This design comes from an exercise in tuning for small area, a short achievable clock period and few clock cycles per item on the open sky130 flow, not from production work. In this exercise RTL edits were held to simulation tests only and were not proved equivalent to the original.

== try-raven ==
==> module SBGCDCtrl, before the edit <==
module SBGCDCtrl (
  input      [31:0]   io_sb_SBaddress,
  input               io_sb_SBvalid,
  input      [31:0]   io_sb_SBwdata,
  input               io_sb_SBwrite,
  input      [3:0]    io_sb_SBsize,
  output              io_sb_SBready,
  output     [31:0]   io_sb_SBrdata,
  input               io_sel,
  output              io_irq,
  input               clk,
  input               reset
);
  wire        acc   = io_sb_SBvalid && io_sel;
  wire [7:0]  addr  = io_sb_SBaddress[7:0];
  wire        wr    = acc && io_sb_SBwrite;
  wire        rd    = acc && !io_sb_SBwrite;
  wire        wrA   = wr && (addr == 8'h00);
  wire        wrB   = wr && (addr == 8'h04);
  wire        wrGo  = wr && (addr == 8'h10);
  wire        start = wrGo && (io_sb_SBwdata == 32'h00000001);
  wire        rdRes = rd && (addr == 8'h08);
  reg  [31:0] regA;
  reg  [31:0] regB;
  reg         readyReg;
  reg         irqReg;
  reg         busy;      
  reg         resValid;  
  reg         reload;    
  reg         irqPrev;   
  reg         selA, selB, selR, selS;
  wire [31:0] nextA = wrA ? io_sb_SBwdata : regA;
  wire [31:0] nextB = wrB ? io_sb_SBwdata : regB;
  wire        load  = wrA || wrB || reload;
  reg  [31:0] x;
  reg  [31:0] y;
  reg  [4:0]  c;         
  reg         fin;       
  wire [31:0] xd = x ^ y;
  wire        eq = ~|xd;
  wire        ce = eq || fin;
  wire        done = ce && (c == 5'd0);
  wire        ex = ~x[0];
  wire        ey = ~y[0];
  wire        fresh  = busy && done;
  wire        irqNow = irqReg || fresh;
  wire [31:0] p = ~xd;
  wire [31:0] g = x & ~y;
  reg  [32:0] gc;
  reg  [32:0] pc;
  reg  [32:0] gt, pt;
  integer i, s;
  always @(*) begin
    gt = {g, 1'b0};
    pt = {p, 1'b1};
    for (s = 1; s < 33; s = s * 2) begin
      for (i = 2 * s - 1; i < 33; i = i + 2 * s) begin
        gt[i] = gt[i] | (pt[i] & gt[i - s]);
        pt[i] = pt[i] & pt[i - s];
      end
    end
    for (s = 16; s >= 1; s = s / 2) begin
      for (i = 3 * s - 1; i < 33; i = i + 2 * s) begin
        gt[i] = gt[i] | (pt[i] & gt[i - s]);
        pt[i] = pt[i] & pt[i - s];
      end
    end
    gc = gt;
    pc = pt;
  end
  wire [32:0] c1  = gc | pc;
  wire        neg = ~c1[32];
  wire [31:0] ad  = neg ? ~(p ^ gc[31:0]) : (p ^ c1[31:0]);
  wire [31:0] t = ex ? x : (ey ? y : xd);
  wire [2:0]  kz = t[1] ? 3'd1 : t[2] ? 3'd2 : t[3] ? 3'd3 : t[4] ? 3'd4 :
                   t[5] ? 3'd5 : t[6] ? 3'd6 : 3'd7;
  wire        both = ex && ey;
  wire [2:0]  k = both ? 3'd1 : kz;
  wire [31:0] w = ex ? x : (ey ? y : ad);
  wire [31:0] r = w >> k;
  wire        step  = !ce;
  wire        halfY = step && both;
  wire        dblX  = ce && (c != 5'd0);
  wire [31:0] keep  = ex ? y : (ey ? x : (neg ? x : y));
  always @(posedge clk) begin
    if (load) begin
      x   <= nextA;
      y   <= nextB;
      c   <= 5'd0;
      fin <= 1'b0;
    end else if (dblX) begin
      x   <= {x[30:0], 1'b0};
      c   <= c - 5'd1;
      fin <= 1'b1;
    end else if (step) begin
      x <= r;
      if (halfY) begin
        y <= {1'b0, y[31:1]};
        c <= c + 5'd1;
      end else begin
        y <= keep;
      end
    end
  end
  always @(posedge clk or posedge reset) begin
    if (reset) begin
      regA     <= 32'h00000000;
      regB     <= 32'h00000000;
      readyReg <= 1'b0;
      irqReg   <= 1'b0;
      busy     <= 1'b0;
      resValid <= 1'b0;
      reload   <= 1'b1;
      irqPrev  <= 1'b0;
      selA     <= 1'b0;
      selB     <= 1'b0;
      selR     <= 1'b0;
      selS     <= 1'b0;
    end else begin
      regA     <= nextA;
      regB     <= nextB;
      reload   <= 1'b0;
      readyReg <= acc;
      irqPrev  <= irqNow;
      selA     <= rd && (addr == 8'h00);
      selB     <= rd && (addr == 8'h04);
      selR     <= rdRes && (resValid || fresh);
      selS     <= rd && (addr == 8'h0c);
      if (start)
        busy <= 1'b1;
      else if (done)
        busy <= 1'b0;
      if (rdRes)
        irqReg <= 1'b0;
      else if (fresh)
        irqReg <= 1'b1;
      if (wrA || wrB || wrGo)
        resValid <= 1'b0;
      else if (fresh)
        resValid <= 1'b1;
    end
  end
  assign io_sb_SBready = readyReg;
  assign io_irq        = irqNow;
  assign io_sb_SBrdata = ({32{selA}} & regA) | ({32{selB}} & regB) |
                         ({32{selR}} & x) | {31'd0, selS & irqPrev};
endmodule
Settings: LEC_CHECK=0, CAP_MARGIN=20, CORE_MARGIN=2, CORE_UTILIZATION=40, SETUP_SLACK_MARGIN=5, SLEW_MARGIN=20; clock period 10.0 ns.
standard.sh (not shown) runs the stock make flow with config.mk's settings and CLKGATE_MAP_FILE= SYNTH_SCRIPT=/design/flow/synth_recipe.tcl, a recipe that flattens the netlist after the stock synthesis.
==> flow/flow/run.sh <==
#!/bin/bash
# The standard layout (the standard.sh, standard synthesis included), with
# the port buffers made from sky130_fd_sc_hd__buf_1 instead of the buffer that
# buffer_ports picks by default (a slow, large delay buffer). Every port still
# gets its own buffer.
set -euo pipefail
export BUFFER_PORTS_ARGS="-buffer_cell sky130_fd_sc_hd__buf_1"
bash standard.sh > standard.log 2>&1
Testbench counts of try-raven, summed over its fixed seeds: cycles 35,714, items 2,400.
What try-harbor does differently from try-raven at the input level:
--- a/flow/design.v
+++ b/flow/design.v
@@ -53,17 +53,11 @@
   integer i, s;
   always @(*) begin
     gt = {g, 1'b0};
     pt = {p, 1'b1};
     for (s = 1; s < 33; s = s * 2) begin
-      for (i = 2 * s - 1; i < 33; i = i + 2 * s) begin
-        gt[i] = gt[i] | (pt[i] & gt[i - s]);
-        pt[i] = pt[i] & pt[i - s];
-      end
-    end
-    for (s = 16; s >= 1; s = s / 2) begin
-      for (i = 3 * s - 1; i < 33; i = i + 2 * s) begin
+      for (i = 32; i >= s; i = i - 1) begin
         gt[i] = gt[i] | (pt[i] & gt[i - s]);
         pt[i] = pt[i] & pt[i - s];
       end
     end
     gc = gt;
@@ -77,31 +71,33 @@
                    t[5] ? 3'd5 : t[6] ? 3'd6 : 3'd7;
   wire        both = ex && ey;
   wire [2:0]  k = both ? 3'd1 : kz;
   wire [31:0] w = ex ? x : (ey ? y : ad);
   wire [31:0] r = w >> k;
-  wire        step  = !ce;
-  wire        halfY = step && both;
-  wire        dblX  = ce && (c != 5'd0);
-  wire [31:0] keep  = ex ? y : (ey ? x : (neg ? x : y));
+  wire        updX = !ce && (ex || (!ey && !neg));
+  wire        updY = !ce && !ex && (ey || neg);
+  wire        halfY = !ce && both;
+  wire        dblX = ce && (c != 5'd0);
   always @(posedge clk) begin
     if (load) begin
       x   <= nextA;
       y   <= nextB;
       c   <= 5'd0;
       fin <= 1'b0;
-    end else if (dblX) begin
-      x   <= {x[30:0], 1'b0};
-      c   <= c - 5'd1;
-      fin <= 1'b1;
-    end else if (step) begin
-      x <= r;
+    end else begin
+      if (dblX) begin
+        x   <= {x[30:0], 1'b0};
+        c   <= c - 5'd1;
+        fin <= 1'b1;
+      end else if (updX) begin
+        x <= r;
+      end
       if (halfY) begin
         y <= {1'b0, y[31:1]};
         c <= c + 5'd1;
-      end else begin
-        y <= keep;
+      end else if (updY) begin
+        y <= r;
       end
     end
   end
   always @(posedge clk or posedge reset) begin
     if (reset) begin
==> summary.txt <==
try-harbor vs try-raven — cell area climbed by a few percent. try-harbor ends up with higher routed length on met3 than try-raven does. In try-harbor the global routing met2 resource utilization turned out 1.9 points higher than in try-raven. try-harbor vs try-raven on relative area change from synthesis to final layout: try-harbor is the lower one. Of try-harbor and try-raven, the lower number of rows in the core area belongs to try-raven. Diff try-raven -> try-harbor: die area shows an increase of about 9%; combined global-route utilization of all metal layers saw an increase. On post-CTS repair timing setup buffer count, the lower figure sits with try-harbor, not try-raven. Compared with try-raven, try-harbor shows a lower register area share after synthesis. Looking only at area fraction in and, or, nand and nor cells after synthesis, and setting everything else aside, the higher value of try-harbor and try-raven goes to try-harbor. In the route summary, try-harbor ends up with a via count exceeding that of try-raven. try-harbor gives less fmax than try-raven did. Setup slack in try-harbor is smaller than in try-raven.
Testbench counts of try-harbor, summed over its fixed seeds: cycles 35,714, items 2,400.

## what the ideal ports hide
Ports are ideal in the flow. The routed layouts listed here were re-timed in OpenROAD.
Step 1 (the two cells are an assumption about what drives the block):
set clk [get_ports {clk}]
set_driving_cell -lib_cell sky130_fd_sc_hd__clkbuf_16 $clk
set_driving_cell -lib_cell sky130_fd_sc_hd__buf_2 [delete_from_list [all_inputs] $clk]
Step 2 adds t to the input delays and takes it off the output delays; t is the mean of the earliest and latest rising clock arrival at the registers after step 1. Input paths then give back, and output paths get back, about the clock's delay inside the block.
Slacks: ideal / step 1 / step 2; pairs: ideal / step 1.
run | t (ns) | setup slack, ns | worst register clock-pin slew, ns
try-raven | 0.475 | 5.070 / 5.022 / 4.719 | 0.07 / 0.07
try-harbor | 0.465 | 4.996 / 4.949 / 4.768 | 0.06 / 0.06
After both steps every run listed still meets setup and hold. For try-raven, which loses most, drivers alone change the setup slack by -0.048 ns; drivers and shift together by -0.351 ns.
